This is an optimization exercise on Yosys and OpenROAD, whose aim is small area, not a production implementation.
Where RTL was checked, it was by simulation tests only, not by an equivalence proof against the original.
Only the layout flow was run in runs 3 and 4; the RTL was not checked for function there.
No activity file was given, so power comes from the tool's default toggle rates.

==> design/flow/config.mk <==
export PLATFORM = sky130hd
export DESIGN_NAME = i2s
export DESIGN_NICKNAME = i2s
export VERILOG_FILES = /design/flow/design.v
export SDC_FILE = /design/flow/constraint.sdc
export NUM_CORES = 4
export LEC_CHECK = 0
export ABC_AREA = 1
export CAP_MARGIN = 20
export CORE_MARGIN = 2
export CORE_UTILIZATION = 55
export SLEW_MARGIN = 20
==> design/flow/constraint.sdc <==
create_clock -name core_clock -period 6.0 [get_ports {clk}]
set_input_delay 1.2000 -clock core_clock [delete_from_list [all_inputs] [get_ports {clk}]]
set_output_delay 1.2000 -clock core_clock [all_outputs]
set_load 0.01 [all_outputs]
==> design/flow/design.v <==
module i2s (
	input master_enable, 
	input sdin, 
	output reg [31:0] dout_l, dout_r, 
	output reg sdout, 
	input [31:0] din_l, din_r, 
	input bclk_i, lrclk_i, 
	output bclk_o, lrclk_o, 
	input [19:0] bdiv, 
	input [7:0] lrdiv, 
	output reg [2:0] cst, nst, 
	input rstn, clk
);
reg bclk;
reg [19:0] bcnt;
wire [20:0] bb;
assign bb[0] = master_enable;
genvar gi;
generate for (gi = 0; gi < 20; gi = gi + 1) begin : g_bb
	assign bb[gi+1] = bb[gi] & ~bcnt[gi];
end endgenerate
wire bload = bb[20];
wire [19:0] bcnt_nx = (bcnt ^ bb[19:0]) & (bdiv | {20{~bload}});
always @(negedge rstn or posedge clk) begin
	if(!rstn) begin
		bcnt <= 20'd0;
		bclk <= 1'b0;
	end
	else begin
		bcnt <= bcnt_nx;
		bclk <= master_enable ? (bclk ^ bload) : bclk_i;
	end
end
assign bclk_o = bclk;
reg bclk_d;
always @(negedge rstn or posedge clk) begin
	if(!rstn) bclk_d <= 1'b0;
	else bclk_d <= bclk;
end
wire bclk_10 = bclk_d & ~bclk;
reg lrclk;
reg [7:0] lrcnt;
wire [8:0] lb;
assign lb[0] = master_enable & bclk_10;
generate for (gi = 0; gi < 8; gi = gi + 1) begin : g_lb
	assign lb[gi+1] = lb[gi] & ~lrcnt[gi];
end endgenerate
wire lload = lb[8];
wire [7:0] lrcnt_nx = (lrcnt ^ lb[7:0]) & (lrdiv | {8{~lload}});
always @(negedge rstn or posedge clk) begin
	if(!rstn) begin
		lrcnt <= 8'd0;
		lrclk <= 1'b0;
	end
	else begin
		lrcnt <= lrcnt_nx;
		lrclk <= master_enable ? (lrclk ^ lload) : lrclk_i;
	end
end
assign lrclk_o = lrclk;
reg lrclk_d;
always @(negedge rstn or posedge clk) begin
	if(!rstn) lrclk_d <= 1'b0;
	else lrclk_d <= lrclk;
end
wire lrclk_01 = ~lrclk_d & lrclk;
wire lrclk_10 = lrclk_d & ~lrclk;
localparam
	start_l = 3'd5, channel_l = 3'd4, idle_l = 3'd3, 
	start_r = 3'd2, channel_r = 3'd1, idle_r = 3'd0;
reg [4:0] ncnt;
wire in_chan = (cst == channel_l) | (cst == channel_r);
wire last = &ncnt;
always @(negedge rstn or posedge clk) begin
	if(!rstn) cst <= idle_r;
	else cst <= nst;
end
always @(*) begin
	case(cst)
		idle_l: nst = lrclk_01 ? start_r : cst;
		start_r: nst = bclk_10 ? channel_r : cst;
		channel_r: nst = bclk_10 & last ? idle_r : cst;
		idle_r: nst = lrclk_10 ? start_l : cst;
		start_l: nst = bclk_10 ? channel_l : cst;
		channel_l: nst = bclk_10 & last ? idle_l : cst;
		default: nst = cst;
	endcase
end
always @(negedge rstn or posedge clk) begin
	if(!rstn) ncnt <= 5'd0;
	else if(bclk_10 & in_chan) ncnt <= ncnt + 5'd1;
end
reg [31:0] bin_l, bin_r;
reg bin_l_v;
always @(posedge clk) begin
	if(cst == idle_l) bin_l <= din_l;
	if(cst == idle_r) bin_r <= din_r;
end
always @(negedge rstn or posedge clk) begin
	if(!rstn) bin_l_v <= 1'b0;
	else if(cst == idle_l) bin_l_v <= 1'b1;
end
wire [4:0] idx = ~ncnt;
always @(negedge rstn or posedge clk) begin
	if(!rstn) sdout <= 1'b0;
	else begin
		case(cst)
			channel_l: sdout <= bin_l[idx] & bin_l_v;
			channel_r: sdout <= bin_r[idx];
			default: sdout <= sdout;
		endcase
	end
end
reg [30:0] sr;
reg sr0;
always @(posedge clk) begin
	if(bclk_10 & in_chan & ~last) sr <= {sr[29:0], sdin};
	if(last & ~bclk_10) sr0 <= sdin;
end
always @(negedge rstn or posedge clk) begin
	if(!rstn) begin
		dout_l <= 32'd0;
		dout_r <= 32'd0;
	end
	else begin
		if(cst == idle_l) dout_l <= {sr, sr0};
		if((cst == idle_r) & bin_l_v) dout_r <= {sr, sr0};
	end
end
endmodule
==> design/flow/flow/run.sh <==
#!/bin/bash
# Standard ORFS layout with smaller port buffers and a clock tree of small
# clock buffers without dummy loads.
set -euo pipefail
export BUFFER_PORTS_ARGS="-buffer_cell sky130_fd_sc_hd__buf_1"
export CTS_ARGS="-sink_clustering_enable -repair_clock_nets -dont_use_dummy_load -buf_list {sky130_fd_sc_hd__clkbuf_2 sky130_fd_sc_hd__clkbuf_4}"
bash standard.sh > flow_standard.log 2>&1
==> design/flow/standard.sh <==
#!/bin/bash
# synth_recipe.tcl (not shown) runs the flow's synth.tcl, then flattens the netlist and writes it again
# the make line also repeats each setting of config.mk as NAME=value (left out here)
make -C /OpenROAD-flow-scripts/flow DESIGN_CONFIG=/design/flow/config.mk WORK_HOME=/design/flow/orfs CLKGATE_MAP_FILE= SYNTH_SCRIPT=/design/flow/synth_recipe.tcl "${@:-finish}"
==> impl_metrics.py, run 1 <==
metrics = {
    "cts": {
        "cts.sinks": 202,
        "cts_tree": "yes",
        "numCtsBuffers": 53,
        "cts_root_buf": "clkbuf_4",
        "post-cts-setup-buffers": 0,
        "ctsResizeCount": 0,
        "path_clk_slew_ps": 60,
        "clockBufferDepth": 3,
        "cts_hold_buf": 0,
        "clk_latency_ps": 630,
        "htreeDepth": 2,
    },
    "sta": {
        "skew_ps": 34.8,
        "fmax_ghz": 0.207,
        "min_period_ps": 4830,
        "rsz0062_at_grt": "false",
        "tns_ps": 0,
        "setup_violations": 0,
        "finalCritPeriodShare": 0.805,
        "relSlewSlack": 0.311,
        "tightest_slew_ps": 1030,
        "hold-worst-slack_ps": 433,
        "drv_slew": 0,
        "hold_viol": 0,
    },
    "status": {
        "status": "no timing/DRC/antenna violations",
    },
    "setup_path": {
        "reg2reg_depth": 25,
        "cp.required_ps": 6540,
        "crit_type": "input port to register",
        "cp_max_fo": 12,
        "r2r_slack_ps": 1520,
        "end_kind": "register",
        "critPathLaunchType": "input port",
        "arrival_ps": 5370,
    },
    "grt": {
        "gr-total-overflow": 0,
        "grt_pass1_vias": 5661,
        "grt_max_degree": 66,
        "antenna_found_initial": 0,
        "grt_usage": 0.209,
        "grt_pass1_wl_mm": 26.6,
    },
    "synth": {
        "synth_top_family_by_area": "simple AND/OR/NAND/NOR gates",
        "synth_flop_cell": "dfrtp_1",
        "synthesis.nets": 841,
        "synth_most_common_cell": "nand2_1",
        "netlist_area_sq_um": 8230,
        "synth_top_area_share": 0.350,
        "synthAdderAreaFrac": 0.0426,
        "synth-edff-count": 96,
        "synth_cell_types": 28,
        "synth_simple_gate_area_share": 0.121,
        "yosysTopAreaCell": "edfxtp_1",
        "synth_warnings": 1,
        "synth_seq_area_share": 0.673,
        "synthTopCellsByCount": "nand2_1 (166), dfrtp_1 (106), inv_1 (104), edfxtp_1 (96), nand3_1 (43)",
        "synth_area_leaders": "edfxtp_1 (35%), dfrtp_1 (32%), nand2_1 (7.6%), inv_1 (4.7%), ha_1 (4.3%)",
        "syn_inst": 715,
        "synth_mux_area_frac": 0,
        "synth_compound_gate_area_share": 0.0816,
        "ys_seq_elements": 202,
        "synthXorXnorAreaFrac": 0.00532,
        "avgSynthCellArea_sq_um": 11.5,
        "async_flop_share": 0.525,
    },
    "pwr": {
        "p_clk_frac": 0.263,
        "pwr-share-comb": 0.202,
        "seq_power_share": 0.534,
        "p_int_mw": 2.25,
        "ir_worst_vdd_uv": 193,
        "switching_share": 0.309,
        "p_per_area_nw_per_um2": 349,
        "p_leak_nw": 4.21,
        "p_sw_mw": 1.01,
    },
    "drt": {
        "num_vias": 5563,
        "routed_wl_mm": 16.2,
        "final_antenna_net_count": 0,
        "dr.pass1.iters": 5,
        "wl_met2_mm": 7.17,
        "drc": 0,
        "drt-met1-wl_mm": 7.27,
        "routed.top_layer": "met4",
        "wl_met3_mm": 1.39,
        "route.detailed.wl_per_inst_microns": 14.7,
        "drtIter0Drc": 307,
        "via_per_inst": 5.06,
    },
    "place": {
        "dp_cells": 1047,
        "numPortBuffers": 170,
        "place_congestion": 0.783,
        "dp_hpwl_mm": 10.7,
        "placed_area_sq_um": 8930,
    },
    "floorplanning": {
        "core_area_sq_um": 14600,
        "io_pins": 171,
        "die_y_microns": 126,
        "die_w_microns": 126,
        "num_rows": 44,
        "die_area_sq_um": 16000,
        "start_util": 0.564,
    },
    "min_path": {
        "hold_class": "register to register",
        "holdPathStages": 0,
    },
    "finish": {
        "drive_above_1_share": 0.0993,
        "synthToLayoutAreaGrowth_pct": 13.4,
        "insertedDiodeCount": 0,
        "final_core_util": 0.640,
        "finalNonFillerCells": 1100,
        "fin_nets": 1044,
        "final_area_sq_um": 9340,
    },
    "job": {
        "max-cap-violations": 0,
    },
}
[per-layer routing]
metal | track usage | up-vias
li1 | - | 2742
met1 | 0.291 | 2579
met2 | 0.313 | 213
met3 | 0.0662 | 29
met4 | 0.0782 | 0
met5 | 0 | -
[registers in the layout (all words and copies together), names as in the netlist, 3 cells and up]
register / cells
cst: 3
bin_l: 32
bin_r: 32
dout_l: 32
lrcnt: 8
bcnt: 20
dout_r: 32
sr: 31
ncnt: 5
[cells in the final DEF (no fill, tap or decap)]
cell type  netlist  final
nand2_1        166    166
edfxtp_1        96     96
nor3_1           2      1
o21ai_2         16     16
clkbuf_4         0     54
nor2_1          15     15
nand3_1         43     43
nor3_2           0      1
ha_1            28     28
inv_2            4      4
dfrtp_1        106    106
inv_4            1      1
nor2_2           1      1
inv_1          104    104
a21oi_1          6      6
o21bai_1        26     26
nor3_4           2      2
nor2_4           2      2
o21ai_1         18     18
nand2_4          0      1
buf_1            0    169
buf_4            3      6
nand4_1          1      1
xor2_1           5      5
a41oi_1          1      1
o21ai_0         38     38
o2111ai_1        2      2
or2_2            3      3
[final timing paths]
kind / startpoint / to
max in group asynchronous: rstn / dout_r[11]
setup reg to reg: bcnt[0] / bcnt[1]
min in group asynchronous: rstn / ncnt[4]
hold / removal: sr[11] / sr[12]
hold reg to reg: sr[11] / sr[12]
setup / recovery: master_enable / bcnt[1]
[power by group through the flow]
stage / clock [mW] / combinational, mW / sequential, mW
detailed placement: 0 / 0.663 / 1.77
global placement: 0 / 0.646 / 1.76
global route: 0.971 / 0.763 / 1.76
floorplan: 0 / 0.547 / 1.72
CTS: 0.900 / 0.668 / 1.74
finish: 0.859 / 0.659 / 1.74
[worst max-delay path, stage by stage]
cell      delay (ps)
buf_1             90
ha_1             190
ha_1             180
ha_1             180
ha_1             180
ha_1             180
ha_1             180
ha_1             180
ha_1             180
ha_1             180
ha_1             180
ha_1             190
ha_1             180
ha_1             180
ha_1             180
ha_1             180
ha_1             180
ha_1             180
ha_1             180
ha_1             180
inv_1             60
or2_2            220
buf_4            220
o21bai_1          70
inv_1             50
[cell type report]
class	instances	area [sq um]
clock buffer	53	398
fill	1221	5250
inverter	109	412
multi-input combinational	376	2070
sequential	202	5540
tap	184	230
timing repair buffer	176	687
[cell families (layout without fill, tap and decap cells)]
kind of cell | Yosys count | count (layout)
compound gates | 107 | 107
xor+xnor | 5 | 5
fa+ha+maj | 28 | 28
buf+inv | 137 | 338
flops | 202 | 202
simple gates | 236 | 236
[stage by stage]
step | power (mW) | worst slack, ps
global placement | 2.41 | 621
detailed placement | 2.43 | 531
CTS | 3.31 | 1180
global route | 3.49 | 984
finish | 3.26 | 1170
floorplan | 2.27 | 878
==> run 2, diff against run 1 <==
--- a/design/flow/config.mk
+++ b/design/flow/config.mk
@@ -6,7 +6,6 @@
 export NUM_CORES = 4
 export LEC_CHECK = 0
-export ABC_AREA = 1
 export CAP_MARGIN = 20
 export CORE_MARGIN = 2
-export CORE_UTILIZATION = 55
+export CORE_UTILIZATION = 60
 export SLEW_MARGIN = 20
==> run 2 against run 1 <==
Hold slack improved by 25 ps. Clock skew rose by 10 ps. Sequential power rose by 2%. Count of clock-buffer cells in the layout fell by 4. Wire length fell by 10%. Non-clock buffer count rose by 2. Setup slack got worse by 48 ps. Via count fell by 14%. First-iteration DRC count fell by 10%. Fmax fell by 0.98%. Clock power fell by 5.6%. Final area fell by 2.6%. Largest cell class unchanged.
==> impl_metrics.py, run 2 <==
metrics = {
    "setup_path": {
        "cp_cell_sequence": "buf_1, ha_1, ha_1, ha_1, ha_1, ha_1, ha_1, ha_1, ha_1, ha_1, ha_1, ha_1, ha_1, ha_1, ha_1, ha_1, ha_1, ha_1, ha_1, ha_1, nand2b_1, buf_4, xor2_1, a21oi_1",
        "end_kind": "register",
        "arrival_ps": 5370,
        "crit_type": "input port to register",
        "cp_num_buf_inv": 2,
        "cp_common_cell": "ha_1",
        "cp.required_ps": 6490,
        "r2r_slack_ps": 1530,
        "cp_max_fo": 9,
        "critPathLaunchType": "input port",
        "crit_family": "adder cells",
        "cpMaxStageDelayCell": "ha_1",
        "critPathMaxStageDelay_ps": 220,
    },
    "sta": {
        "tns_ps": 0,
        "skew_ps": 44.8,
        "min_period_ps": 4880,
        "relSlewSlack": 0.352,
        "tightest_slew_ps": 972,
        "drv_slew": 0,
        "fmax_ghz": 0.205,
        "rsz0062_at_grt": "false",
        "finalCritPeriodShare": 0.813,
        "setup_violations": 0,
        "hold_viol": 0,
    },
    "place": {
        "dp_hpwl_mm": 9.73,
        "dp_cells": 876,
        "place_congestion": 0.765,
        "numPortBuffers": 170,
        "placed_area_sq_um": 8720,
    },
    "synth": {
        "synth_area_leaders": "edfxtp_1 (36%), dfrtp_1 (33%), mux2_2 (4.8%), nand2_1 (4.7%), ha_1 (4.4%)",
        "synth_warnings": 1,
        "ys_seq_elements": 202,
        "syn_inst": 548,
        "synthAdderAreaFrac": 0.0442,
        "synth_mux_area_frac": 0.110,
        "synth_seq_area_share": 0.699,
        "netlist_area_sq_um": 7920,
        "synth_flop_cell": "dfrtp_1",
        "async_flop_share": 0.525,
        "synth_top_area_share": 0.364,
        "synth_simple_gate_area_share": 0.0948,
        "synth-edff-count": 96,
        "synthesis.nets": 674,
        "synth_compound_gate_area_share": 0.0147,
        "synth_cell_types": 41,
        "yosysTopAreaCell": "edfxtp_1",
        "synth_most_common_cell": "dfrtp_1",
        "synthTopCellsByCount": "dfrtp_1 (106), nand2_1 (100), edfxtp_1 (96), nor2_1 (60), mux2_2 (34)",
        "synthXorXnorAreaFrac": 0.00663,
        "synth_top_family_by_area": "multiplexers",
        "avgSynthCellArea_sq_um": 14.5,
    },
    "cts": {
        "cts_hold_buf": 0,
        "cts.sinks": 202,
        "numCtsBuffers": 49,
        "clk_latency_ps": 630,
        "cts_tree": "yes",
        "path_clk_slew_ps": 60,
        "cts_root_buf": "clkbuf_4",
        "ctsResizeCount": 0,
        "post-cts-setup-buffers": 0,
        "htreeDepth": 2,
        "clockBufferDepth": 3,
    },
    "drt": {
        "num_vias": 4787,
        "via_per_inst": 5.18,
        "dr.pass1.iters": 5,
        "drtIter0Drc": 275,
        "drc": 0,
        "route.detailed.wl_per_inst_microns": 15.7,
        "final_antenna_net_count": 0,
        "routed_wl_mm": 14.5,
    },
    "finish": {
        "insertedDiodeCount": 0,
        "mostFrequentLayoutCells": "buf_1 (169), dfrtp_1 (106), nand2_1 (100), edfxtp_1 (96), nor2_1 (60)",
        "drive_above_1_share": 0.131,
        "layout_commonest_cell": "buf_1",
        "finalNonFillerCells": 925,
        "multi_input_area_sq_um": 2150,
        "fill_cells": 940,
        "regArea_sq_um": 5540,
        "final_area_sq_um": 9090,
        "synthToLayoutAreaGrowth_pct": 14.8,
        "fin_nets": 881,
        "final_core_util": 0.712,
    },
    "status": {
        "status": "no timing/DRC/antenna violations",
    },
    "floorplanning": {
        "die_area_sq_um": 14100,
        "num_rows": 41,
        "start_util": 0.620,
        "die_y_microns": 119,
        "die_w_microns": 119,
        "core_area_sq_um": 12800,
        "io_pins": 171,
    },
    "grt": {
        "grt_pass1_wl_mm": 24.0,
        "grt_pass1_vias": 5098,
        "antenna_found_initial": 0,
        "grt_max_degree": 65,
        "grt_usage": 0.216,
        "gr-total-overflow": 0,
    },
    "job": {
        "max-cap-violations": 0,
    },
    "pwr": {
        "p_per_area_nw_per_um2": 332,
        "p_clk_frac": 0.269,
        "switching_share": 0.265,
        "seq_power_share": 0.590,
        "power.total_mw": 3.02,
        "p_int_mw": 2.22,
        "ir_worst_vdd_uv": 221,
        "p_leak_nw": 4.09,
        "pwr-share-comb": 0.142,
        "p_sw_mw": 0.800,
    },
    "min_path": {
        "hold_class": "register to register",
    },
}
-- run 2: cell count changes after synthesis, moves of 16 or more --
cell / change
o21ai_1: -17
nor2_1: +45
nand2_1: -66
o21ai_0: -36
nand3_1: -40
inv_1: -74
o21bai_1: -26
mux2_2: +34
o21ai_2: -16
-- run 2: final cells by class --
cell class | instances | area share
timing repair buffer | 178 | 0.0772
multi-input combinational | 293 | 0.237
tap | 172 | 0.0237
clock buffer | 49 | 0.0405
inverter | 31 | 0.0128
sequential | 202 | 0.609
-- run 2: layer usage --
layer,track usage,up-vias,share of wire
met1,0.278,2290,0.43
met3,0.0532,24,0.060
li1,-,2306,-
met4,0.0871,0,0.022
met5,0,-,0
met2,0.356,167,0.49
-- run 2: worst paths after layout --
path	end	cells past startpoint	startpoint
worst max-delay path	bclk	24	master_enable
worst min-delay path	sr[6]	0	sr[5]
worst max register to register	bclk	24	bcnt[0]
worst min register to register	sr[6]	0	sr[5]
max in group asynchronous	dout_l[26]	2	rstn
min in group asynchronous	ncnt[1]	1	rstn
-- run 2: through the flow --
stage / worst slack (ps) / hold WS, ps
5_1_grt: 810 / 478
4_1_cts: 1150 / 441
3_5_place_dp: 482 / 446
3_3_place_gp: 595 / 444
2_1_floorplan: 916 / 435
6_report: 1120 / 458
-- run 2: power by group through the flow --
| stage | Clock, mW | Sequential (mW) | Combinational [mW] |
|---|---|---|---|
| 2_1_floorplan | 0 | 1.71 | 0.397 |
| 3_3_place_gp | 0 | 1.80 | 0.423 |
| 3_5_place_dp | 0 | 1.81 | 0.437 |
| 4_1_cts | 0.846 | 1.78 | 0.438 |
| 5_1_grt | 0.920 | 1.80 | 0.482 |
| 6_report | 0.811 | 1.78 | 0.428 |
-- run 2: logic make-up (layout without fill, tap and decap cells) --
group                      after synthesis  in the layout
muxes                                   58             58
AOI/OAI and AO/OA                       18             18
DFF                                    202            202
xor gates and xnor gates                 6              6
adders and majority gates               28             28
and+or+nand+nor                        183            183
buffers and inverters                   53            258
==> run 3, diff against run 2 <==
--- a/design/flow/design.v
+++ b/design/flow/design.v
@@ -101,11 +101,15 @@
 	else if(cst == idle_l) bin_l_v <= 1'b1;
 end
-wire [4:0] idx = ~ncnt;
+wire [31:0] bin_l_rev, bin_r_rev;
+generate for (gi = 0; gi < 32; gi = gi + 1) begin : g_rev
+	assign bin_l_rev[gi] = bin_l[31-gi];
+	assign bin_r_rev[gi] = bin_r[31-gi];
+end endgenerate
 always @(negedge rstn or posedge clk) begin
 	if(!rstn) sdout <= 1'b0;
 	else begin
 		case(cst)
-			channel_l: sdout <= bin_l[idx] & bin_l_v;
-			channel_r: sdout <= bin_r[idx];
+			channel_l: sdout <= bin_l_rev[ncnt] & bin_l_v;
+			channel_r: sdout <= bin_r_rev[ncnt];
 			default: sdout <= sdout;
 		endcase
==> run 3 against run 2 <==
Fmax decreased by 3.3%. Utilization increased by 0.13 points. Setup slack got worse by 170 ps. Combinational power decreased by 2%. Critical endpoint is now bcnt[14]. Clock skew decreased by 21 ps. Synthesized cell count increased by 0.55%.
==> impl_metrics.py, run 3 <==
metrics = {
    "status": {
        "status": "no timing/DRC/antenna violations",
    },
    "drt": {
        "dr.pass1.iters": 4,
        "final_antenna_net_count": 0,
        "drc": 0,
        "drtIter0Drc": 190,
        "route.detailed.wl_per_inst_microns": 15.3,
        "via_per_inst": 5.24,
        "routed_wl_mm": 14.2,
        "num_vias": 4872,
    },
    "cts": {
        "htreeDepth": 2,
        "cts_root_buf": "clkbuf_4",
        "cts_hold_buf": 0,
        "path_clk_slew_ps": 60,
        "cts.sinks": 202,
        "clk_latency_ps": 610,
        "ctsResizeCount": 0,
        "post-cts-setup-buffers": 0,
        "clockBufferDepth": 3,
        "cts_tree": "yes",
        "numCtsBuffers": 51,
    },
    "grt": {
        "gr-total-overflow": 0,
        "antenna_found_initial": 0,
        "grt_pass1_wl_mm": 23.7,
        "grt_pass1_vias": 5034,
        "grt_max_degree": 58,
        "grt_usage": 0.215,
    },
    "synth": {
        "synth_area_leaders": "edfxtp_1 (36%), dfrtp_1 (33%), mux2_2 (5.1%), nand2_1 (4.9%), mux4_1 (4.6%)",
        "synth_seq_area_share": 0.698,
        "synthTopCellsByCount": "dfrtp_1 (106), nand2_1 (103), edfxtp_1 (96), nor2_1 (61), mux2_2 (36)",
        "synth_warnings": 1,
        "ys_seq_elements": 202,
        "synth_flop_cell": "dfrtp_1",
        "avgSynthCellArea_sq_um": 14.4,
        "synthesis.nets": 677,
        "synth-edff-count": 96,
        "netlist_area_sq_um": 7930,
        "synth_most_common_cell": "dfrtp_1",
        "syn_inst": 551,
        "async_flop_share": 0.525,
        "synth_cell_types": 37,
        "yosysTopAreaCell": "edfxtp_1",
        "synth_top_area_share": 0.364,
    },
    "place": {
        "dp_cells": 878,
        "numPortBuffers": 170,
        "dp_hpwl_mm": 9.66,
        "place_congestion": 0.779,
    },
    "sta": {
        "rsz0062_at_grt": "false",
        "skew_ps": 23.5,
        "fmax_ghz": 0.198,
        "hold_viol": 0,
        "setup_violations": 0,
        "tightest_slew_ps": 1020,
        "drv_slew": 0,
        "relSlewSlack": 0.320,
        "tns_ps": 0,
        "min_period_ps": 5040,
        "finalCritPeriodShare": 0.840,
    },
    "finish": {
        "layout_commonest_cell": "buf_1",
        "drive_above_1_share": 0.132,
        "finalNonFillerCells": 929,
        "fill_cells": 928,
        "insertedDiodeCount": 0,
        "synthToLayoutAreaGrowth_pct": 14.9,
        "fin_nets": 885,
        "final_core_util": 0.713,
        "mostFrequentLayoutCells": "buf_1 (169), dfrtp_1 (106), nand2_1 (103), edfxtp_1 (96), nor2_1 (61)",
    },
    "floorplanning": {
        "core_area_sq_um": 12800,
        "die_area_sq_um": 14100,
        "io_pins": 171,
        "start_util": 0.620,
        "die_y_microns": 119,
        "die_w_microns": 119,
        "num_rows": 41,
    },
    "setup_path": {
        "cp.required_ps": 6550,
        "end_kind": "register",
        "crit_type": "input port to register",
        "critPathLaunchType": "input port",
        "cp_max_fo": 14,
        "arrival_ps": 5590,
    },
    "pwr": {
        "p_per_area_nw_per_um2": 330,
        "power.total_mw": 3.01,
        "p_leak_nw": 4.10,
        "ir_worst_vdd_uv": 234,
    },
    "min_path": {
        "hold_class": "register to register",
    },
    "job": {
        "max-cap-violations": 0,
    },
}
==> run 3: per-layer routing <==
layer / GRT usage / up-vias / wire [microns] / share of wire
li1: - / 2321 / - / -
met1: 0.260 / 2367 / 5880 / 0.41
met2: 0.365 / 159 / 7230 / 0.51
met3: 0.0570 / 25 / 787 / 0.055
met4: 0.0952 / 0 / 303 / 0.021
met5: 0 / - / 0 / 0
==> run 3: path summary, 6_finish.rpt <==
check	startpoint	endpoint	slack (ps)	depth (start not counted)
max	master_enable	bcnt[14]	960	24
min	sr[8]	sr[9]	470	0
max reg2reg	bcnt[0]	bcnt[14]	1380	24
min reg2reg	sr[8]	sr[9]	470	0
max in group asynchronous	rstn	dout_r[24]	4130	2
min in group asynchronous	rstn	bcnt[14]	660	1
==> run 3: where the power goes <==
part / internal [mW] / switching, mW
clock: 0.384 / 0.448
sequential: 1.61 / 0.141
combinational: 0.228 / 0.192
total: 2.23 / 0.782
==> run 3: metrics by stage <==
stage                     instance area, sq um  setup WS [ps]  hold WS (ps)
final                                     9110            958           466
after CTS                                 9110            960           468
after global placement                    8720            419           443
after floorplan                           7930            916           435
after detailed placement                  8720            278           458
after global routing                      9110            703           486
==> run 3: cells by family after synthesis <==
kind of cell | Yosys count | share of synthesized area
multiplexers | 59 | 0.112
AND/OR/NAND/NOR | 186 | 0.0957
flip-flops | 202 | 0.698
XOR/XNOR | 5 | 0.00553
adder cells (fa/ha/maj) | 28 | 0.0442
buffers and inverters | 53 | 0.0298
AO/OA/AOI/OAI | 18 | 0.0141
==> run 3: area by class of cell <==
cell class                      instances  area (sq um)  area share
Inverter                               31           116      0.0128
Sequential cell                       202          5540       0.608
Tap cell                              172           215      0.0236
Timing Repair Buffer                  177           694      0.0762
Multi-Input combinational cell        296          2160       0.238
Clock buffer                           51           383      0.0420
==> run 3: critical path, stage by stage <==
cell      delay, ps
buf_1           140
ha_1            230
ha_1            180
ha_1            180
ha_1            170
ha_1            170
ha_1            180
ha_1            180
ha_1            170
ha_1            180
ha_1            180
ha_1            180
ha_1            180
ha_1            180
ha_1            180
ha_1            180
ha_1            180
ha_1            180
ha_1            190
ha_1            190
nand2b_1        390
buf_4           250
nor2_1           50
nor2_1           80
==> run 4, diff against run 3 <==
==> design/flow/flow/run.sh (replaced) <==
#!/bin/bash
set -euo pipefail
export BUFFER_PORTS_ARGS="-buffer_cell sky130_fd_sc_hd__buf_1"
export CTS_ARGS="-sink_clustering_enable -repair_clock_nets -dont_use_dummy_load -sink_clustering_size 16 -sink_clustering_max_diameter 50 -buf_list {sky130_fd_sc_hd__clkbuf_4 sky130_fd_sc_hd__clkbuf_8}"
bash standard.sh > flow_standard.log 2>&1
==> run 4 against run 3 <==
Area after synthesis is the same. Setup slack got worse by 130 ps. Hold slack got worse by 5.6 ps. Non-clock buffer count unchanged. Critical path type unchanged. Count of clock-buffer cells in the layout is 33 lower. Fmax fell by 2.5%. Wire length is 2.0% lower. Clock skew rose by 18 ps. Critical path depth did not move. Synthesized cell count unchanged.
==> impl_metrics.py, run 4 <==
metrics = {
    "min_path": {
        "whs_endpoint": "dout_l[31]",
        "hp-start": "sr[30]",
        "hold_class": "register to register",
        "holdPathStages": 2,
    },
    "pwr": {
        "pwr-share-comb": 0.148,
        "switching_share": 0.258,
        "seq_power_share": 0.617,
        "p_per_area_nw_per_um2": 317,
        "ir_worst_vdd_uv": 242,
        "p_leak_nw": 3.99,
        "p_clk_frac": 0.236,
        "p_sw_mw": 0.733,
        "p_int_mw": 2.11,
    },
    "floorplanning": {
        "num_rows": 41,
        "io_pins": 171,
        "die_y_microns": 119,
        "start_util": 0.620,
        "core_area_sq_um": 12800,
        "die_w_microns": 119,
        "die_area_sq_um": 14100,
    },
    "sta": {
        "skew_ps": 41.1,
        "finalCritPeriodShare": 0.862,
        "drv_slew": 0,
        "fmax_ghz": 0.193,
        "tns_ps": 0,
        "setup_violations": 0,
        "relSlewSlack": 0.324,
        "rsz0062_at_grt": "false",
        "min_period_ps": 5170,
        "hold_viol": 0,
        "tightest_slew_ps": 1010,
    },
    "finish": {
        "insertedDiodeCount": 0,
        "synthToLayoutAreaGrowth_pct": 13.2,
        "regArea_sq_um": 5540,
        "mostFrequentLayoutCells": "buf_1 (169), dfrtp_1 (106), nand2_1 (103), edfxtp_1 (96), nor2_1 (61)",
        "final_area_sq_um": 8970,
        "layout_commonest_cell": "buf_1",
        "fill_cells": 933,
        "multi_input_area_sq_um": 2160,
        "drive_above_1_share": 0.0925,
        "final_core_util": 0.702,
        "fin_nets": 852,
    },
    "setup_path": {
        "cp_max_fo": 14,
        "end_kind": "register",
        "cp.required_ps": 6420,
        "reg2reg_depth": 24,
        "r2r_slack_ps": 1380,
        "reg2reg_from": "bcnt[0]",
        "r2r-end": "bcnt[14]",
        "critPathLaunchType": "input port",
        "arrival_ps": 5590,
        "crit_type": "input port to register",
    },
    "place": {
        "placed_area_sq_um": 8720,
        "numPortBuffers": 170,
        "dp_hpwl_mm": 9.66,
        "place_congestion": 0.779,
    },
    "drt": {
        "dr.pass1.iters": 4,
        "via_per_inst": 5.20,
        "routed_wl_mm": 13.9,
        "final_antenna_net_count": 0,
        "drc": 0,
        "route.detailed.wl_per_inst_microns": 15.5,
        "drtIter0Drc": 229,
        "num_vias": 4657,
    },
    "synth": {
        "synth_seq_area_share": 0.698,
        "synth_flop_cell": "dfrtp_1",
        "async_flop_share": 0.525,
        "avgSynthCellArea_sq_um": 14.4,
        "synth-edff-count": 96,
        "synthTopCellsByCount": "dfrtp_1 (106), nand2_1 (103), edfxtp_1 (96), nor2_1 (61), mux2_2 (36)",
        "yosysTopAreaCell": "edfxtp_1",
        "netlist_area_sq_um": 7930,
        "synth_area_leaders": "edfxtp_1 (36%), dfrtp_1 (33%), mux2_2 (5.1%), nand2_1 (4.9%), mux4_1 (4.6%)",
        "synthesis.nets": 677,
        "ys_seq_elements": 202,
        "synth_top_area_share": 0.364,
        "synth_warnings": 1,
        "syn_inst": 551,
        "synth_most_common_cell": "dfrtp_1",
        "synth_cell_types": 37,
    },
    "grt": {
        "grt_pass1_wl_mm": 23.2,
        "antenna_found_initial": 0,
        "grt_max_degree": 58,
        "grt_usage": 0.206,
        "gr-total-overflow": 0,
        "grt_pass1_vias": 4715,
    },
    "cts": {
        "ctsResizeCount": 0,
        "cts_hold_buf": 0,
        "cts_root_buf": "clkbuf_8",
        "post-cts-setup-buffers": 0,
        "clockBufferDepth": 3,
        "path_clk_slew_ps": 90,
        "cts.sinks": 202,
        "clk_latency_ps": 500,
        "cts_tree": "yes",
        "htreeDepth": 1,
        "numCtsBuffers": 18,
    },
    "job": {
        "max-cap-violations": 0,
    },
    "status": {
        "status": "no timing/DRC/antenna violations",
    },
}
-- run 4: cells by family after synthesis --
| group | share of synthesized area |
|---|---|
| XOR/XNOR | 0.00553 |
| AND/OR/NAND/NOR | 0.0957 |
| adder cells (fa/ha/maj) | 0.0442 |
| buffers and inverters | 0.0298 |
| AO/OA/AOI/OAI | 0.0141 |
| flip-flops | 0.698 |
| multiplexers | 0.112 |
-- run 4: worst max path at each step --
stage,startpoint,endpoint,slack (ps),cells past startpoint
final,master_enable,bcnt[14],830,24
after detailed placement,master_enable,bcnt[14],280,24
after CTS,master_enable,bcnt[14],790,24
after global placement,master_enable,bcnt[17],420,24
after global routing,master_enable,bcnt[14],560,24
after floorplan,master_enable,bcnt[19],920,22
-- run 4: cell type report --
type	instances	share of cell area
Tap cell	172	0.0240
Timing Repair Buffer	177	0.0774
Inverter	31	0.0130
Clock buffer	18	0.0276
Sequential cell	202	0.617
Multi-Input combinational cell	296	0.241
-- run 4: critical path: stages --
cell and delay (ps):
buf_1 140, ha_1 230, ha_1 180, ha_1 180, ha_1 170, ha_1 170, ha_1 180, ha_1 180
ha_1 170, ha_1 180, ha_1 180, ha_1 180, ha_1 180, ha_1 180, ha_1 180, ha_1 180
ha_1 180, ha_1 180, ha_1 190, ha_1 190, nand2b_1 390, buf_4 250, nor2_1 50, nor2_1 80
-- run 4: layer usage --
metal,vias up,global-route usage,routed length [microns]
met3,20,0.0354,713
met2,142,0.357,7080
met1,2265,0.272,5860
met5,-,0,0
li1,2230,-,-
met4,0,0.0513,260
-- run 4: through the flow --
stage | total power, mW | setup slack, ps | hold WS, ps | cells
finish | 2.84 | 831 | 460 | 896
global placement | 2.20 | 419 | 443 | 878
detailed placement | 2.22 | 278 | 458 | 878
CTS | 2.89 | 788 | 462 | 896
floorplan | 2.08 | 916 | 435 | 551
global route | 3.01 | 557 | 472 | 896
-- run 4: power by group through the flow --
stage	Clock (mW)	Combinational, mW	Sequential (mW)
global placement	0	0.419	1.78
finish	0.670	0.419	1.75
global route	0.753	0.475	1.78
floorplan	0	0.383	1.69
CTS	0.698	0.430	1.76
detailed placement	0	0.430	1.79
==> run 5, diff against run 4 <==
--- a/design/flow/design.v
+++ b/design/flow/design.v
@@ -101,15 +101,11 @@
 	else if(cst == idle_l) bin_l_v <= 1'b1;
 end
-wire [31:0] bin_l_rev, bin_r_rev;
-generate for (gi = 0; gi < 32; gi = gi + 1) begin : g_rev
-	assign bin_l_rev[gi] = bin_l[31-gi];
-	assign bin_r_rev[gi] = bin_r[31-gi];
-end endgenerate
+wire [4:0] idx = ~ncnt;
 always @(negedge rstn or posedge clk) begin
 	if(!rstn) sdout <= 1'b0;
 	else begin
 		case(cst)
-			channel_l: sdout <= bin_l_rev[ncnt] & bin_l_v;
-			channel_r: sdout <= bin_r_rev[ncnt];
+			channel_l: sdout <= bin_l[idx] & bin_l_v;
+			channel_r: sdout <= bin_r[idx];
 			default: sdout <= sdout;
 		endcase
==> design/flow/run.sh (new file) <==
#!/bin/bash
# synth_recipe.tcl (not shown) runs the flow's synth.tcl, then flattens the netlist and writes it again
# the make line also repeats each setting of config.mk as NAME=value (left out here)
make -C /OpenROAD-flow-scripts/flow DESIGN_CONFIG=/design/flow/config.mk WORK_HOME=/design/flow/orfs CLKGATE_MAP_FILE= SYNTH_SCRIPT=/design/flow/synth_recipe.tcl finish
--- a/design/flow/config.mk
+++ b/design/flow/config.mk
@@ -8,4 +8,4 @@
 export CAP_MARGIN = 20
 export CORE_MARGIN = 2
-export CORE_UTILIZATION = 60
+export CORE_UTILIZATION = 40
 export SLEW_MARGIN = 20
removed: design/flow/flow/run.sh
removed: design/flow/standard.sh
==> run 5 against run 4 <==
Still clean on timing, DRC and antenna. Sequential share of layout area down 9.5 points. Count of clock-buffer cells in the layout up 12. First-iteration DRC count down 21%. Combinational power up 26%. Synthesized cell count down 0.54%. Final cell count up 13%.
==> impl_metrics.py, run 5 <==
metrics = {
    "status": {
        "status": "no timing/DRC/antenna violations",
    },
    "drt": {
        "drtIter0Drc": 180,
        "final_antenna_net_count": 0,
        "routed_wl_mm": 15.8,
        "dr.pass1.iters": 4,
        "via_per_inst": 4.69,
        "drc": 0,
        "num_vias": 4739,
        "route.detailed.wl_per_inst_microns": 15.7,
    },
    "synth": {
        "ys_seq_elements": 202,
        "synth_area_leaders": "edfxtp_1 (36%), dfrtp_1 (33%), mux2_2 (4.8%), nand2_1 (4.7%), ha_1 (4.4%)",
        "synthesis.nets": 674,
        "synth_top_area_share": 0.364,
        "syn_inst": 548,
        "synth_seq_area_share": 0.699,
        "synth_cell_types": 41,
        "netlist_area_sq_um": 7920,
        "async_flop_share": 0.525,
        "synth-edff-count": 96,
        "synth_flop_cell": "dfrtp_1",
        "avgSynthCellArea_sq_um": 14.5,
        "synthTopCellsByCount": "dfrtp_1 (106), nand2_1 (100), edfxtp_1 (96), nor2_1 (60), mux2_2 (34)",
        "synth_most_common_cell": "dfrtp_1",
        "synth_warnings": 1,
        "yosysTopAreaCell": "edfxtp_1",
    },
    "place": {
        "numPortBuffers": 170,
        "dp_hpwl_mm": 10.9,
        "dp_cells": 971,
        "place_congestion": 0.783,
    },
    "grt": {
        "grt_pass1_wl_mm": 25.0,
        "grt_max_degree": 65,
        "gr-total-overflow": 0,
        "grt_usage": 0.153,
        "antenna_found_initial": 0,
        "grt_pass1_vias": 4911,
    },
    "cts": {
        "clk_latency_ps": 500,
        "path_clk_slew_ps": 60,
        "htreeDepth": 1,
        "cts.sinks": 202,
        "cts_tree": "yes",
        "cts_root_buf": "clkbuf_16",
        "ctsResizeCount": 0,
        "clockBufferDepth": 3,
        "numCtsBuffers": 22,
        "post-cts-setup-buffers": 0,
        "cts_hold_buf": 0,
    },
    "sta": {
        "tns_ps": 0,
        "hold_viol": 0,
        "drv_slew": 0,
        "setup_violations": 0,
        "tightest_slew_ps": 803,
        "relSlewSlack": 0.465,
        "min_period_ps": 5210,
        "skew_ps": 18.7,
        "fmax_ghz": 0.192,
        "finalCritPeriodShare": 0.868,
        "rsz0062_at_grt": "false",
    },
    "pwr": {
        "p_per_area_nw_per_um2": 334,
        "p_leak_nw": 4.64,
        "ir_worst_vdd_uv": 201,
    },
    "finish": {
        "finalNonFillerCells": 1011,
        "layout_commonest_cell": "clkdlybuf4s50_1",
        "synthToLayoutAreaGrowth_pct": 33.8,
        "insertedDiodeCount": 0,
        "final_core_util": 0.545,
        "mostFrequentLayoutCells": "clkdlybuf4s50_1 (169), dfrtp_1 (106), nand2_1 (100), edfxtp_1 (96), nor2_1 (60)",
        "multi_input_area_sq_um": 2150,
        "regArea_sq_um": 5540,
        "fin_nets": 856,
        "fill_cells": 1634,
        "drive_above_1_share": 0.113,
    },
    "floorplanning": {
        "start_util": 0.407,
        "io_pins": 171,
        "core_area_sq_um": 19500,
        "die_area_sq_um": 20900,
        "num_rows": 51,
        "die_y_microns": 145,
        "die_w_microns": 145,
    },
    "setup_path": {
        "cp.required_ps": 6410,
        "cp_cell_sequence": "clkdlybuf4s50_1, ha_1, ha_1, ha_1, ha_1, ha_1, ha_1, ha_1, ha_1, ha_1, ha_1, ha_1, ha_1, ha_1, ha_1, ha_1, ha_1, ha_1, ha_1, ha_1, nand2b_1, buf_4, nor2_1, nor2_1",
        "critPathLaunchType": "input port",
        "cp_max_fo": 11,
        "reg2reg_from": "bcnt[0]",
        "critPathLaunch": "master_enable",
        "cp_common_cell": "ha_1",
        "reg2reg_depth": 24,
        "end_kind": "register",
        "cp_num_buf_inv": 2,
        "crit_type": "input port to register",
        "arrival_ps": 5620,
        "cpMaxStageDelayCell": "clkdlybuf4s50_1",
        "crit_family": "adder cells",
        "r2r-end": "bcnt[3]",
        "r2r_slack_ps": 1630,
        "critPathMaxStageDelay_ps": 440,
    },
    "min_path": {
        "holdPathStages": 2,
        "hold_class": "register to register",
        "hp-start": "dout_l[29]",
        "whs_endpoint": "dout_l[29]",
    },
    "job": {
        "max-cap-violations": 0,
    },
}
-- run 5: kinds of logic (layout without fill, tap and decap cells) --
logic type / count (synthesis) / after routing / share of synthesized area
XOR/XNOR: 6 / 6 / 0.00663
multiplexers: 58 / 58 / 0.110
adder cells (fa/ha/maj): 28 / 28 / 0.0442
buffers and inverters: 53 / 251 / 0.0306
AO/OA/AOI/OAI: 18 / 18 / 0.0147
AND/OR/NAND/NOR: 183 / 183 / 0.0948
flip-flops: 202 / 202 / 0.699
-- run 5: layout make-up --
class                           instances  area share
Clock buffer                           30      0.0567
Clock inverter                         10     0.00815
Inverter                               31      0.0110
Multi-Input combinational cell        293       0.203
Sequential cell                       202       0.522
Tap cell                              265      0.0313
Timing Repair Buffer                  180       0.167
-- run 5: worst min-delay path, stage by stage, from the launching register on --
cell and delay [ps]:
dfrtp_1 340, nand2_1 50, nand2_1 50
-- run 5: power breakdown --
| part | internal (mW) | switching [mW] |
|---|---|---|
| sequential | 1.62 | 0.122 |
| combinational | 0.290 | 0.238 |
| clock | 0.746 | 0.521 |
| total | 2.66 | 0.881 |
-- run 5: through the flow --
stage | hold WS, ps | power [mW] | setup WS, ps | cell area, sq um
2_1_floorplan | 435 | 2.10 | 916 | 7920
3_3_place_gp | 439 | 2.30 | 393 | 9910
3_5_place_dp | 438 | 2.32 | 252 | 9910
4_1_cts | 469 | 3.60 | 740 | 10600
5_1_grt | 485 | 3.73 | 514 | 10600
6_report | 472 | 3.54 | 791 | 10600
-- run 5: how the worst max path moves through the flow --
stage	cells past startpoint	slack, ps	endpoint
floorplan	22	920	bcnt[19]
global placement	24	390	bcnt[5]
detailed placement	24	250	bcnt[3]
CTS	24	740	bcnt[3]
global route	24	510	bcnt[5]
finish	24	790	bcnt[3]
-- run 5: metal layers --
metal  up-vias  global-route usage  share of wire
met3        22              0.0280          0.055
met4         0              0.0358          0.016
met2       144               0.259           0.49
met1      2313               0.207           0.44
li1       2260                   -              -
met5         -                   0              0

## port drivers added, routing unchanged
The results above use ideal ports. As a check the final layouts listed here were re-extracted and re-timed, cells and wires unchanged. Step 1: set_driving_cell puts a clkbuf_16 on clk and a buf_2 on each other input, an assumption about the parent block. Step 2 adds t to the input delays and takes it off the output delays; t is the mean of the earliest and latest rising clock arrival at the registers after step 1. Input paths then give back, and output paths get back, about the clock's delay inside the block. Three values: ideal, step 1, step 2; two values: the first two.
| run | t (ns) | slack for setup (ns) | slew at the worst register clock pin (ns) |
|---|---|---|---|
| run 1 | 0.647 | 1.171 / 1.186 / 0.540 | 0.07 / 0.07 |
| run 2 | 0.637 | 1.123 / 1.134 / 0.497 | 0.06 / 0.06 |
| run 3 | 0.637 | 0.958 / 0.969 / 0.332 | 0.06 / 0.06 |
| run 4 | 0.512 | 0.831 / 0.844 / 0.332 | 0.10 / 0.10 |
| run 5 | 0.530 | 0.791 / 0.809 / 0.278 | 0.06 / 0.06 |
After both steps every run listed still meets setup and hold. The setup slack of run 1, which loses most, moves by +0.015 ns with the drivers and by -0.631 ns with both steps.
